From an optimization exercise on the open Yosys and OpenROAD flow, aimed at a short achievable clock period and few clock cycles; shortcuts taken in it are not production practice.
Function was checked by simulation only, so behaviour that the tests miss may differ from the original.
Power and IR drop assume default switching activity.

### flow/config.mk
export PLATFORM = sky130hd
export DESIGN_NAME = conv
export DESIGN_NICKNAME = conv
export VERILOG_FILES = /design/flow/design.v
export SDC_FILE = /design/flow/constraint.sdc
export NUM_CORES = 8
export LEC_CHECK = 0
export CAP_MARGIN = 20
export CORE_MARGIN = 2
export CORE_UTILIZATION = 65
export PLACE_DENSITY = 0.75
export SLEW_MARGIN = 20
export SYNTH_HIERARCHICAL = 1
### flow/constraint.sdc
create_clock -name core_clock -period 12.0 [get_ports {clk}]
set_input_delay 2.4000 -clock core_clock [delete_from_list [all_inputs] [get_ports {clk}]]
set_output_delay 2.4000 -clock core_clock [all_outputs]
set_load 0.01 [all_outputs]
### flow/design.v
module conv(
    input rst,
    input clk,
    output reg M0_R_req,
    output [31:0] M0_addr,
    input [31:0] M0_R_data,
    output [3:0] M0_W_req,
    output [31:0] M0_W_data,
    output reg M1_R_req,
    output [31:0] M1_addr,
    input [31:0] M1_R_data,
    output reg [3:0] M1_W_req,
    output reg [31:0] M1_W_data,
    input start,
    output reg finish
);
    assign M0_W_req  = 4'd0;
    assign M0_W_data = 32'd0;
    reg        busy;           
    reg  [9:0] raddr;          
    reg  [9:0] rcnt;           
    reg        rv;             
    reg  [3:0] wsel;           
    reg  [4:0] col;            
    reg  [4:0] row;            
    reg        colok, rowok;   
    reg  [3:0] ov;             
    reg  [9:0] waddr;          
    assign M0_addr = {20'd0, raddr, 2'b00};
    assign M1_addr = {20'd0, waddr, 2'b00};
    wire pix_in = rv & (wsel == 4'd9);
    always @(posedge clk) begin
        if (rst) begin
            busy     <= 1'b0;
            finish   <= 1'b0;
            M0_R_req <= 1'b0;
            rv       <= 1'b0;
            ov       <= 4'd0;
            M1_R_req <= 1'b0;
            M1_W_req <= 4'd0;
            raddr    <= 10'd784;
            waddr    <= 10'd0;
        end else begin
            if (start && !busy && !finish) begin
                busy     <= 1'b1;
                M0_R_req <= 1'b1;
                raddr    <= 10'd784;
                rcnt     <= 10'd0;
                wsel     <= 4'd0;
                col      <= 5'd0;
                row      <= 5'd0;
                colok    <= 1'b0;
                rowok    <= 1'b0;
                waddr    <= 10'd0;
            end
            if (M0_R_req) begin
                rcnt  <= rcnt + 10'd1;
                raddr <= (raddr == 10'd792) ? 10'd0 : raddr + 10'd1;
                if (rcnt == 10'd792) M0_R_req <= 1'b0;
            end
            rv <= M0_R_req;
            if (rv) begin
                if (wsel != 4'd9) wsel <= wsel + 4'd1;
                if (pix_in) begin
                    if (col == 5'd27) begin
                        col   <= 5'd0;
                        colok <= 1'b0;
                        row   <= row + 5'd1;
                        if (row == 5'd1) rowok <= 1'b1;
                    end else begin
                        col <= col + 5'd1;
                        if (col == 5'd1) colok <= 1'b1;
                    end
                end
            end
            ov <= {ov[2:0], pix_in & colok & rowok};
            M1_R_req <= ov[3];
            M1_W_req <= {4{ov[3]}};
            if (M1_R_req) waddr <= waddr + 10'd1;
            if (M1_R_req && waddr == 10'd675) begin
                finish <= 1'b1;
                busy   <= 1'b0;
            end
        end
    end
    wire [31:0] ph0, pc0;
    wire        pk0;
    conv_mul mul0(.clk(clk), .x(M0_R_data), .wload(rv && wsel == 4'd0), .sh(ph0), .ch(pc0), .c16(pk0));
    wire [31:0] ph1, pc1;
    wire        pk1;
    conv_mul mul1(.clk(clk), .x(M0_R_data), .wload(rv && wsel == 4'd1), .sh(ph1), .ch(pc1), .c16(pk1));
    wire [31:0] ph2, pc2;
    wire        pk2;
    conv_mul mul2(.clk(clk), .x(M0_R_data), .wload(rv && wsel == 4'd2), .sh(ph2), .ch(pc2), .c16(pk2));
    wire [31:0] ph3, pc3;
    wire        pk3;
    conv_mul mul3(.clk(clk), .x(M0_R_data), .wload(rv && wsel == 4'd3), .sh(ph3), .ch(pc3), .c16(pk3));
    wire [31:0] ph4, pc4;
    wire        pk4;
    conv_mul mul4(.clk(clk), .x(M0_R_data), .wload(rv && wsel == 4'd4), .sh(ph4), .ch(pc4), .c16(pk4));
    wire [31:0] ph5, pc5;
    wire        pk5;
    conv_mul mul5(.clk(clk), .x(M0_R_data), .wload(rv && wsel == 4'd5), .sh(ph5), .ch(pc5), .c16(pk5));
    wire [31:0] ph6, pc6;
    wire        pk6;
    conv_mul mul6(.clk(clk), .x(M0_R_data), .wload(rv && wsel == 4'd6), .sh(ph6), .ch(pc6), .c16(pk6));
    wire [31:0] ph7, pc7;
    wire        pk7;
    conv_mul mul7(.clk(clk), .x(M0_R_data), .wload(rv && wsel == 4'd7), .sh(ph7), .ch(pc7), .c16(pk7));
    wire [31:0] ph8, pc8;
    wire        pk8;
    conv_mul mul8(.clk(clk), .x(M0_R_data), .wload(rv && wsel == 4'd8), .sh(ph8), .ch(pc8), .c16(pk8));
    reg [31:0] rs [0:8];
    reg [31:0] rc [0:8];
    reg [31:0] d2 [0:24];
    reg [31:0] d5 [0:24];
    wire [31:0] pkv0 = {31'd0, pk0};
    wire [31:0] ns0 = ph0 ^ pc0 ^ pkv0;
    wire [31:0] nc0 = {(ph0[30:0] & pc0[30:0]) | (ph0[30:0] & pkv0[30:0]) | (pc0[30:0] & pkv0[30:0]), 1'b0};
    wire [31:0] us1 = rs[0] ^ rc[0] ^ ph1;
    wire [31:0] uc1 = {(rs[0][30:0] & rc[0][30:0]) | (rs[0][30:0] & ph1[30:0]) | (rc[0][30:0] & ph1[30:0]), 1'b0};
    wire [31:0] uk1 = {uc1[31:1], pk1};
    wire [31:0] ns1 = us1 ^ uk1 ^ pc1;
    wire [31:0] nc1 = {(us1[30:0] & uk1[30:0]) | (us1[30:0] & pc1[30:0]) | (uk1[30:0] & pc1[30:0]), 1'b0};
    wire [31:0] us2 = rs[1] ^ rc[1] ^ ph2;
    wire [31:0] uc2 = {(rs[1][30:0] & rc[1][30:0]) | (rs[1][30:0] & ph2[30:0]) | (rc[1][30:0] & ph2[30:0]), 1'b0};
    wire [31:0] uk2 = {uc2[31:1], pk2};
    wire [31:0] ns2 = us2 ^ uk2 ^ pc2;
    wire [31:0] nc2 = {(us2[30:0] & uk2[30:0]) | (us2[30:0] & pc2[30:0]) | (uk2[30:0] & pc2[30:0]), 1'b0};
    wire [31:0] ts3 = d2[24] ^ ph3 ^ pc3;
    wire [31:0] tc3 = {(d2[24][30:0] & ph3[30:0]) | (d2[24][30:0] & pc3[30:0]) | (ph3[30:0] & pc3[30:0]), 1'b0};
    wire [31:0] ns3 = ts3;
    wire [31:0] nc3 = {tc3[31:1], pk3};
    wire [31:0] us4 = rs[3] ^ rc[3] ^ ph4;
    wire [31:0] uc4 = {(rs[3][30:0] & rc[3][30:0]) | (rs[3][30:0] & ph4[30:0]) | (rc[3][30:0] & ph4[30:0]), 1'b0};
    wire [31:0] uk4 = {uc4[31:1], pk4};
    wire [31:0] ns4 = us4 ^ uk4 ^ pc4;
    wire [31:0] nc4 = {(us4[30:0] & uk4[30:0]) | (us4[30:0] & pc4[30:0]) | (uk4[30:0] & pc4[30:0]), 1'b0};
    wire [31:0] us5 = rs[4] ^ rc[4] ^ ph5;
    wire [31:0] uc5 = {(rs[4][30:0] & rc[4][30:0]) | (rs[4][30:0] & ph5[30:0]) | (rc[4][30:0] & ph5[30:0]), 1'b0};
    wire [31:0] uk5 = {uc5[31:1], pk5};
    wire [31:0] ns5 = us5 ^ uk5 ^ pc5;
    wire [31:0] nc5 = {(us5[30:0] & uk5[30:0]) | (us5[30:0] & pc5[30:0]) | (uk5[30:0] & pc5[30:0]), 1'b0};
    wire [31:0] ts6 = d5[24] ^ ph6 ^ pc6;
    wire [31:0] tc6 = {(d5[24][30:0] & ph6[30:0]) | (d5[24][30:0] & pc6[30:0]) | (ph6[30:0] & pc6[30:0]), 1'b0};
    wire [31:0] ns6 = ts6;
    wire [31:0] nc6 = {tc6[31:1], pk6};
    wire [31:0] us7 = rs[6] ^ rc[6] ^ ph7;
    wire [31:0] uc7 = {(rs[6][30:0] & rc[6][30:0]) | (rs[6][30:0] & ph7[30:0]) | (rc[6][30:0] & ph7[30:0]), 1'b0};
    wire [31:0] uk7 = {uc7[31:1], pk7};
    wire [31:0] ns7 = us7 ^ uk7 ^ pc7;
    wire [31:0] nc7 = {(us7[30:0] & uk7[30:0]) | (us7[30:0] & pc7[30:0]) | (uk7[30:0] & pc7[30:0]), 1'b0};
    wire [31:0] us8 = rs[7] ^ rc[7] ^ ph8;
    wire [31:0] uc8 = {(rs[7][30:0] & rc[7][30:0]) | (rs[7][30:0] & ph8[30:0]) | (rc[7][30:0] & ph8[30:0]), 1'b0};
    wire [31:0] uk8 = {uc8[31:1], pk8};
    wire [31:0] ns8 = us8 ^ uk8 ^ pc8;
    wire [31:0] nc8 = {(us8[30:0] & uk8[30:0]) | (us8[30:0] & pc8[30:0]) | (uk8[30:0] & pc8[30:0]), 1'b0};
    integer j;
    always @(posedge clk) begin
        rs[0] <= ns0;
        rc[0] <= nc0;
        rs[1] <= ns1;
        rc[1] <= nc1;
        rs[2] <= ns2;
        rc[2] <= nc2;
        rs[3] <= ns3;
        rc[3] <= nc3;
        rs[4] <= ns4;
        rc[4] <= nc4;
        rs[5] <= ns5;
        rc[5] <= nc5;
        rs[6] <= ns6;
        rc[6] <= nc6;
        rs[7] <= ns7;
        rc[7] <= nc7;
        rs[8] <= ns8;
        rc[8] <= nc8;
        d2[0] <= rs[2] + rc[2];
        d5[0] <= rs[5] + rc[5];
        for (j = 1; j < 25; j = j + 1) begin
            d2[j] <= d2[j-1];
            d5[j] <= d5[j-1];
        end
        M1_W_data <= rs[8] + rc[8];
    end
endmodule
module conv_mul(
    input             clk,
    input      [31:0] x,         
    input             wload,     
    output reg [31:0] sh,
    output reg [31:0] ch,
    output reg        c16
);
    reg [31:0] w;                
    reg [34:0] w3;               
    reg [10:0] neg, m1, m2, m3, m4;   
    wire [34:0] xe = {x[31], x[31], x, 1'b0};
    integer k;
    always @(posedge clk) begin
        if (wload) w <= x;
        w3 <= {{3{w[31]}}, w} + {{2{w[31]}}, w, 1'b0};
        for (k = 0; k < 11; k = k + 1) begin
            neg[k] <= xe[3*k+3];
            case (xe[3*k +: 4])
                4'b0000, 4'b1111: {m1[k], m2[k], m3[k], m4[k]} <= 4'b0000;
                4'b0001, 4'b0010, 4'b1101, 4'b1110: {m1[k], m2[k], m3[k], m4[k]} <= 4'b1000;
                4'b0011, 4'b0100, 4'b1011, 4'b1100: {m1[k], m2[k], m3[k], m4[k]} <= 4'b0100;
                4'b0101, 4'b0110, 4'b1001, 4'b1010: {m1[k], m2[k], m3[k], m4[k]} <= 4'b0010;
                default: {m1[k], m2[k], m3[k], m4[k]} <= 4'b0001;
            endcase
        end
    end
    wire [34:0] w1 = {{3{w[31]}}, w};
    wire [34:0] w2 = {{2{w[31]}}, w, 1'b0};
    wire [34:0] w4 = {{1{w[31]}}, w, 2'b0};
    wire [34:0] mag0 = ({35{m1[0]}} & w1) | ({35{m2[0]}} & w2) | ({35{m3[0]}} & w3) | ({35{m4[0]}} & w4);
    wire [34:0] v0 = mag0 ^ {35{neg[0]}};
    wire [47:0] pp0 = {13'd0, {~v0[34], v0[33:0]}};
    wire [34:0] mag1 = ({35{m1[1]}} & w1) | ({35{m2[1]}} & w2) | ({35{m3[1]}} & w3) | ({35{m4[1]}} & w4);
    wire [34:0] v1 = mag1 ^ {35{neg[1]}};
    wire [47:0] pp1 = {10'd0, {~v1[34], v1[33:0]}, 3'd0};
    wire [34:0] mag2 = ({35{m1[2]}} & w1) | ({35{m2[2]}} & w2) | ({35{m3[2]}} & w3) | ({35{m4[2]}} & w4);
    wire [34:0] v2 = mag2 ^ {35{neg[2]}};
    wire [47:0] pp2 = {7'd0, {~v2[34], v2[33:0]}, 6'd0};
    wire [34:0] mag3 = ({35{m1[3]}} & w1) | ({35{m2[3]}} & w2) | ({35{m3[3]}} & w3) | ({35{m4[3]}} & w4);
    wire [34:0] v3 = mag3 ^ {35{neg[3]}};
    wire [47:0] pp3 = {4'd0, {~v3[34], v3[33:0]}, 9'd0};
    wire [34:0] mag4 = ({35{m1[4]}} & w1) | ({35{m2[4]}} & w2) | ({35{m3[4]}} & w3) | ({35{m4[4]}} & w4);
    wire [34:0] v4 = mag4 ^ {35{neg[4]}};
    wire [47:0] pp4 = {1'd0, {~v4[34], v4[33:0]}, 12'd0};
    wire [34:0] mag5 = ({35{m1[5]}} & w1) | ({35{m2[5]}} & w2) | ({35{m3[5]}} & w3) | ({35{m4[5]}} & w4);
    wire [34:0] v5 = mag5 ^ {35{neg[5]}};
    wire [47:0] pp5 = {v5[32:0], 15'd0};
    wire [34:0] mag6 = ({35{m1[6]}} & w1) | ({35{m2[6]}} & w2) | ({35{m3[6]}} & w3) | ({35{m4[6]}} & w4);
    wire [34:0] v6 = mag6 ^ {35{neg[6]}};
    wire [47:0] pp6 = {v6[29:0], 18'd0};
    wire [34:0] mag7 = ({35{m1[7]}} & w1) | ({35{m2[7]}} & w2) | ({35{m3[7]}} & w3) | ({35{m4[7]}} & w4);
    wire [34:0] v7 = mag7 ^ {35{neg[7]}};
    wire [47:0] pp7 = {v7[26:0], 21'd0};
    wire [34:0] mag8 = ({35{m1[8]}} & w1) | ({35{m2[8]}} & w2) | ({35{m3[8]}} & w3) | ({35{m4[8]}} & w4);
    wire [34:0] v8 = mag8 ^ {35{neg[8]}};
    wire [47:0] pp8 = {v8[23:0], 24'd0};
    wire [34:0] mag9 = ({35{m1[9]}} & w1) | ({35{m2[9]}} & w2) | ({35{m3[9]}} & w3) | ({35{m4[9]}} & w4);
    wire [34:0] v9 = mag9 ^ {35{neg[9]}};
    wire [47:0] pp9 = {v9[20:0], 27'd0};
    wire [34:0] mag10 = ({35{m1[10]}} & w1) | ({35{m2[10]}} & w2) | ({35{m3[10]}} & w3) | ({35{m4[10]}} & w4);
    wire [34:0] v10 = mag10 ^ {35{neg[10]}};
    wire [47:0] pp10 = {v10[17:0], 30'd0};
    wire [47:0] nc = {1'b1, 1'b0, 1'b1, 1'b1, 1'b0, 1'b1, 1'b1, 1'b0, 1'b1, 1'b1, 1'b0, 1'b1, 1'b1, 1'b1, 1'b0, 1'b0, 1'b0, neg[10], 1'b0, 1'b0, neg[9], 1'b0, 1'b0, neg[8], 1'b0, 1'b0, neg[7], 1'b0, 1'b0, neg[6], 1'b0, 1'b0, neg[5], 1'b0, 1'b0, neg[4], 1'b0, 1'b0, neg[3], 1'b0, 1'b0, neg[2], 1'b0, 1'b0, neg[1], 1'b0, 1'b0, neg[0]};
    wire [47:0] b0s0 = pp0 ^ pp1 ^ pp2;
    wire [47:0] b0c0 = {(pp0[46:0] & pp1[46:0]) | (pp0[46:0] & pp2[46:0]) | (pp1[46:0] & pp2[46:0]), 1'b0};
    wire [47:0] b0s1 = pp3 ^ pp4 ^ pp5;
    wire [47:0] b0c1 = {(pp3[46:0] & pp4[46:0]) | (pp3[46:0] & pp5[46:0]) | (pp4[46:0] & pp5[46:0]), 1'b0};
    wire [47:0] b0s2 = pp6 ^ pp7 ^ pp8;
    wire [47:0] b0c2 = {(pp6[46:0] & pp7[46:0]) | (pp6[46:0] & pp8[46:0]) | (pp7[46:0] & pp8[46:0]), 1'b0};
    wire [47:0] b0s3 = pp9 ^ pp10 ^ nc;
    wire [47:0] b0c3 = {(pp9[46:0] & pp10[46:0]) | (pp9[46:0] & nc[46:0]) | (pp10[46:0] & nc[46:0]), 1'b0};
    wire [47:0] b1s0 = b0s0 ^ b0c0 ^ b0s1;
    wire [47:0] b1c0 = {(b0s0[46:0] & b0c0[46:0]) | (b0s0[46:0] & b0s1[46:0]) | (b0c0[46:0] & b0s1[46:0]), 1'b0};
    wire [47:0] b1s1 = b0c1 ^ b0s2 ^ b0c2;
    wire [47:0] b1c1 = {(b0c1[46:0] & b0s2[46:0]) | (b0c1[46:0] & b0c2[46:0]) | (b0s2[46:0] & b0c2[46:0]), 1'b0};
    wire [47:0] b2s0 = b1s0 ^ b1c0 ^ b1s1;
    wire [47:0] b2c0 = {(b1s0[46:0] & b1c0[46:0]) | (b1s0[46:0] & b1s1[46:0]) | (b1c0[46:0] & b1s1[46:0]), 1'b0};
    wire [47:0] b2s1 = b1c1 ^ b0s3 ^ b0c3;
    wire [47:0] b2c1 = {(b1c1[46:0] & b0s3[46:0]) | (b1c1[46:0] & b0c3[46:0]) | (b0s3[46:0] & b0c3[46:0]), 1'b0};
    reg [47:0] t0;
    reg [47:0] t1;
    reg [47:0] t2;
    reg [47:0] t3;
    always @(posedge clk) begin
        t0 <= b2s0;
        t1 <= b2c0;
        t2 <= b2s1;
        t3 <= b2c1;
    end
    wire [47:0] c0s0 = t0 ^ t1 ^ t2;
    wire [47:0] c0c0 = {(t0[46:0] & t1[46:0]) | (t0[46:0] & t2[46:0]) | (t1[46:0] & t2[46:0]), 1'b0};
    wire [47:0] c1s0 = c0s0 ^ c0c0 ^ t3;
    wire [47:0] c1c0 = {(c0s0[46:0] & c0c0[46:0]) | (c0s0[46:0] & t3[46:0]) | (c0c0[46:0] & t3[46:0]), 1'b0};
    wire [16:0] lo = {1'b0, c1s0[15:0]} + {1'b0, c1c0[15:0]};
    always @(posedge clk) begin
        sh  <= c1s0[47:16];
        ch  <= c1c0[47:16];
        c16 <= lo[16];
    end
endmodule
### flow/flow/run.sh
#!/bin/bash
set -euo pipefail
MARGIN=${MARGIN:-8.6}
bash standard.sh synth > synth.log 2>&1
bash standard.sh SETUP_SLACK_MARGIN=$MARGIN finish > layout.log 2>&1
### flow/standard.sh
#!/bin/bash
# synth_recipe.tcl (not shown) runs the flow's synth.tcl, then flattens the netlist and writes it again
# the make line also repeats each setting of config.mk as NAME=value (left out here)
make -C /OpenROAD-flow-scripts/flow DESIGN_CONFIG=/design/flow/config.mk WORK_HOME=/design/flow/orfs CLKGATE_MAP_FILE= SYNTH_SCRIPT=/design/flow/synth_recipe.tcl "${@:-finish}"
==> run summary <==
## per-module statistics from Yosys (local to each module, per instance)
module	cell area [sq um]	flip-flops and latches	cells
conv	61630	2256	3798
conv_mul	25580	332	2470
## power groups by stage
stage	logic (mW)	registers (mW)	clock network, mW
2_1_floorplan	18.6	28.2	0
3_3_place_gp	29.0	30.0	0
3_5_place_dp	30.4	30.3	0
4_1_cts	31.3	30.1	17.4
5_1_grt	34.7	30.7	18.0
6_report	31.5	30.1	17.2
## layout by cell type (no fill, tap or decap), types with 63 or more instances in the layout
cell type	Yosys	routed
sky130_fd_sc_hd__mux2_2	101	101
sky130_fd_sc_hd__nand2_1	430	430
sky130_fd_sc_hd__inv_1	2128	2127
sky130_fd_sc_hd__nor2_1	253	242
sky130_fd_sc_hd__o21ai_0	327	326
sky130_fd_sc_hd__clkinv_2	0	63
sky130_fd_sc_hd__clkbuf_8	0	91
sky130_fd_sc_hd__nand2b_1	64	64
sky130_fd_sc_hd__a22o_1	2440	2440
sky130_fd_sc_hd__buf_6	0	91
sky130_fd_sc_hd__a22oi_1	342	342
sky130_fd_sc_hd__nand3b_1	93	93
sky130_fd_sc_hd__ha_1	1487	1487
sky130_fd_sc_hd__nor3_1	87	87
sky130_fd_sc_hd__conb_1	1	80
sky130_fd_sc_hd__a21oi_1	449	448
sky130_fd_sc_hd__buf_4	102	665
sky130_fd_sc_hd__a21o_1	220	220
sky130_fd_sc_hd__fa_1	2549	2545
sky130_fd_sc_hd__nand3_1	151	151
sky130_fd_sc_hd__clkbuf_1	2226	96
sky130_fd_sc_hd__clkbuf_16	0	537
sky130_fd_sc_hd__xor2_1	988	988
sky130_fd_sc_hd__edfxtp_1	314	314
sky130_fd_sc_hd__dfxtp_1	4930	4757
sky130_fd_sc_hd__xnor2_1	2486	2485
sky130_fd_sc_hd__dfxtp_2	0	154
sky130_fd_sc_hd__a221oi_1	2459	2455
sky130_fd_sc_hd__and2_1	132	132
sky130_fd_sc_hd__a222oi_1	108	108
sky130_fd_sc_hd__nand4_1	69	69
sky130_fd_sc_hd__and3_1	95	95
## cell families after synthesis
family	count (synthesis)	share of synthesized area [%]
AO/OA/AOI/OAI	6750	19.05
flip-flops	5244	37.05
buffers and inverters	4862	6.396
adder cells (fa/ha/maj)	4054	23.92
XOR/XNOR	3483	10.49
AND/OR/NAND/NOR	1522	2.662
multiplexers	112	0.4274
other	1	0.001285
## metal layers
metal	global-route usage, %	share of wire, %	routed length (um)	vias to the layer above
met2	60.39	44	402500	16223
li1	-	-	-	89089
met3	11.54	12	110300	4660
met4	33.01	10	92890	32
met5	0.1807	0.050	453	-
met1	45.77	33	305300	103514
## final timing paths
path	from	end	slack, ns
worst max register to register	mul6.w3[5]	mul6.t0[29]	8.60
worst max-delay path	M1_W_req[0]	M1_W_req[1]	8.03
worst min register to register	d2[7][14]	d2[8][14]	0.28
worst min-delay path	d2[7][14]	d2[8][14]	0.28
## state kept, by name (all words and copies together), names as in the netlist, 42 cells and up
name     flops
mul8.t0     48
mul6.t0     48
mul8.t1     42
mul4.t1     42
mul5.t1     42
d5         800
mul6.t1     42
mul7.t0     48
mul2.t1     42
mul2.t0     48
mul5.t0     48
rs         288
mul7.t1     42
mul1.t0     48
mul3.t0     48
mul0.t1     42
mul1.t1     42
mul4.t0     48
mul0.t0     48
mul3.t1     42
d2         800
rc         281
## metrics by stage
step	hold WS, ns	instance area, sq um	total power, mW
floorplan	0.3096	292200	46.82
global placement	0.3097	294400	58.96
detailed placement	0.3121	294400	60.63
CTS	0.2694	313400	78.76
global route	0.2690	314200	83.43
finish	0.2763	314300	78.78
## what timing repair did
| action | in CTS | in global routing |
|---|---|---|
| buffers inserted | 62 | 48 |
| pin swaps | 0 | 0 |
| resized for setup | 330 | 75 |
| hold endpoints to repair | 0 | 0 |
| setup endpoints to repair | 219 | 265 |
## cells in the mapped netlist, drive strengths merged, types with 347 or more instances
cell type,n,area (sq um)
buf,508,2325
inv,2128,7988
xor2,988,8653
o21ai,347,1740
a22o,2440,21370
a221oi,2469,21790
fa,2549,51030
a21oi,459,2335
dfxtp,4930,98690
ha,1487,18610
xnor2,2486,21770
clkbuf,2226,8356
nand2,430,1614
## cell type report
type                    count  area share [%]
clock inverters           236           1.070
well taps                5952           2.370
multi-input cells       16001           52.66
clock buffers             723           4.785
repair buffers            799           2.038
diodes                     53         0.04220
inverters                2128           2.542
flip-flops and latches   5244           34.49
==> Flow_metrics.wiki <==
{| class="wikitable"
! Metric !! Value
|-
| Sw Pwr || 29.78 mW
|-
| Via count of the first global-routing pass || 214846
|-
| Switching share of total power || 37.80%
|-
| Total of warnings raised by yosys || 12
|-
| Post-synth EDFFs || 314
|-
| Internal power component || 49.00 mW
|-
| Worst setup slack after layout || 8.025 ns
|-
| Sum of negative setup slack || 0 ns
|-
| Buffers and inverters on the worst path || 1
|-
| Number of iterations in the first detailed-routing pass || 13
|-
| Number of filler instances in the final layout || 31491
|-
| Status || no timing/DRC/antenna violations
|-
| Master cell of the clock root buffer || sky130_fd_sc_hd__clkbuf_16
|-
| CTS hold repair buffers || 0
|-
| Worst slew slack as a fraction of its limit || 17.38%
|-
| Global-route wire length before repair || 1363 mm
|-
| Endpoint class of the critical path || primary output
|-
| Hold-critical path depth || 0
|-
| Relative contribution of combinational cells to total power || 40.0%
|-
| Leakage component of the power || 130.6 nW
|-
| Number of clock buffers inserted by TritonCTS || 528
|-
| Critical Path Stages || 1
|-
| Weighted congestion at the end of routability-driven global placement || 0.9637
|-
| Worst-margin pin slew || 1.230 ns
|-
| Setup repair after global routing missed its margin || yes
|-
| Ratio of total power to cell area || 250.7 nW/um^2
|-
| FP Rows || 246
|-
| H-tree depth || 6
|-
| Width of the die || 674.1 um
|-
| Most instantiated flip-flop cell in the synthesis netlist || sky130_fd_sc_hd__dfxtp_1
|-
| Placeable core area || 448200 sq um
|-
| Share of cells above drive strength 1 || 8.249%
|-
| Total of endpoints with negative setup slack in the final report || 0
|-
| Global route overflow || 0
|-
| Fraction of registers with async set/reset || 0%
|-
| Hold/Removal Path Class || reg -> reg
|-
| Crit path max-delay family || flip-flops
|-
| HPWL after detailed placement || 590.4 mm
|-
| Starting Density || 65.13%
|-
| Part of the total power dissipated in the clock network || 21.8%
|-
| Setup crit start kind || register
|-
| Via/cell ratio || 6.858
|-
| F_max || 0.2516 GHz
|-
| DRC viols || 0
|-
| Crit path time final || 3.975 ns
|-
| Sequential share of the synthesized area || 37.05%
|-
| Routed WL per cell || 29.27 um
|-
| Mapped Area || 291900 sq um
|-
| Count of cells along the worst register-to-register path || 8
|-
| Data required time at the worst endpoint || 9.60 ns
|-
| Final standard cell count with taps included and fillers excluded || 31136
|-
| Final ANT Viol Nets || 0
|-
| Post-Route WL || 911.5 mm
|-
| Flops & latches, synth || 5244
|-
| Hold violation count in the final report || 0
|-
| Number of antenna violations at the first check in global routing || 69
|-
| Worst-path cell chain || buf_2
|-
| IO Port Bufs || 93
|-
| Largest net degree at the start of global routing || 38
|-
| Clock latency on the worst-skew pair || 1.12 ns
|-
| Reported max-cap violation count || 0
|-
| Total global routing track utilization || 39.42%
|-
| TritonCTS clock tree || yes
|-
| Maximum clock insertion buffer count || 4
|-
| Util after Layout || 70.13%
|-
| DIE HEIGHT || 674.1 um
|-
| Number of instances in the synthesized netlist || 26028
|-
| Via count || 213518
|-
| Distinct cells, synth || 85
|-
| DR iter-0 viols || 29739
|-
| Max-slew violation count || 0
|-
| Setup Slack @ Placement || 7.241 ns
|-
| Layout Nets || 28805
|-
| Area taken by flip-flops and latches || 108400 sq um
|-
| Multi-input gate area || 165500 sq um
|-
| Worst supply voltage drop on vdd || 200.1 uV
|-
| Layout Skew || 0.06585 ns
|-
| Slowest stage cell, crit path || sky130_fd_sc_hd__dfxtp_4
|-
| I/O pin count || 206
|-
| Average size of a mapped cell || 11.21 sq um
|-
| Data arrival time at the worst-slack endpoint || 1.57 ns
|-
| Critical Path Max Stage Delay || 0.38 ns
|-
| CTS sink count || 5244
|-
| Maximum fanout encountered on the critical timing path || 6
|-
| Growth of design area from synthesis to finish || 7.675%
|-
| Portion of total power attributed to sequential cells || 38.2%
|-
| Final Cycle Share || 33.12%
|-
| Type of the setup path with the least slack || reg -> out
|-
| Die outline area || 454400 sq um
|-
| Cells after DPL || 30013
|-
| Clock-pin slew reported for the worst setup and hold paths after clock tree synthesis || 0.06 ns
|}
Testbench counts, summed over its fixed seeds: cycles 25,600.

[re-timing with driven ports]
Ports are ideal in the flow. The routed layout listed here was re-timed in OpenROAD. Step 1 assumes that a clkbuf_16 drives the clock port and a buf_2 every other input. Step 2, shift: input delay + t, output delay - t, t = (earliest + latest rising clock arrival at the registers) / 2. This alone moves slack from input paths to output paths. Slacks: ideal ports / drivers / drivers and shift; pairs: ideal ports / drivers.
t (ns): 1.207
slack for setup (ns): 8.025 / 7.901 / 7.454
worst setup path after step 2: input to register
clock arrival spread, ns: 0.077 / 0.076
After both steps this run still meets setup and hold. The setup slack of this run moves by -0.124 ns with the drivers and by -0.571 ns with both steps.
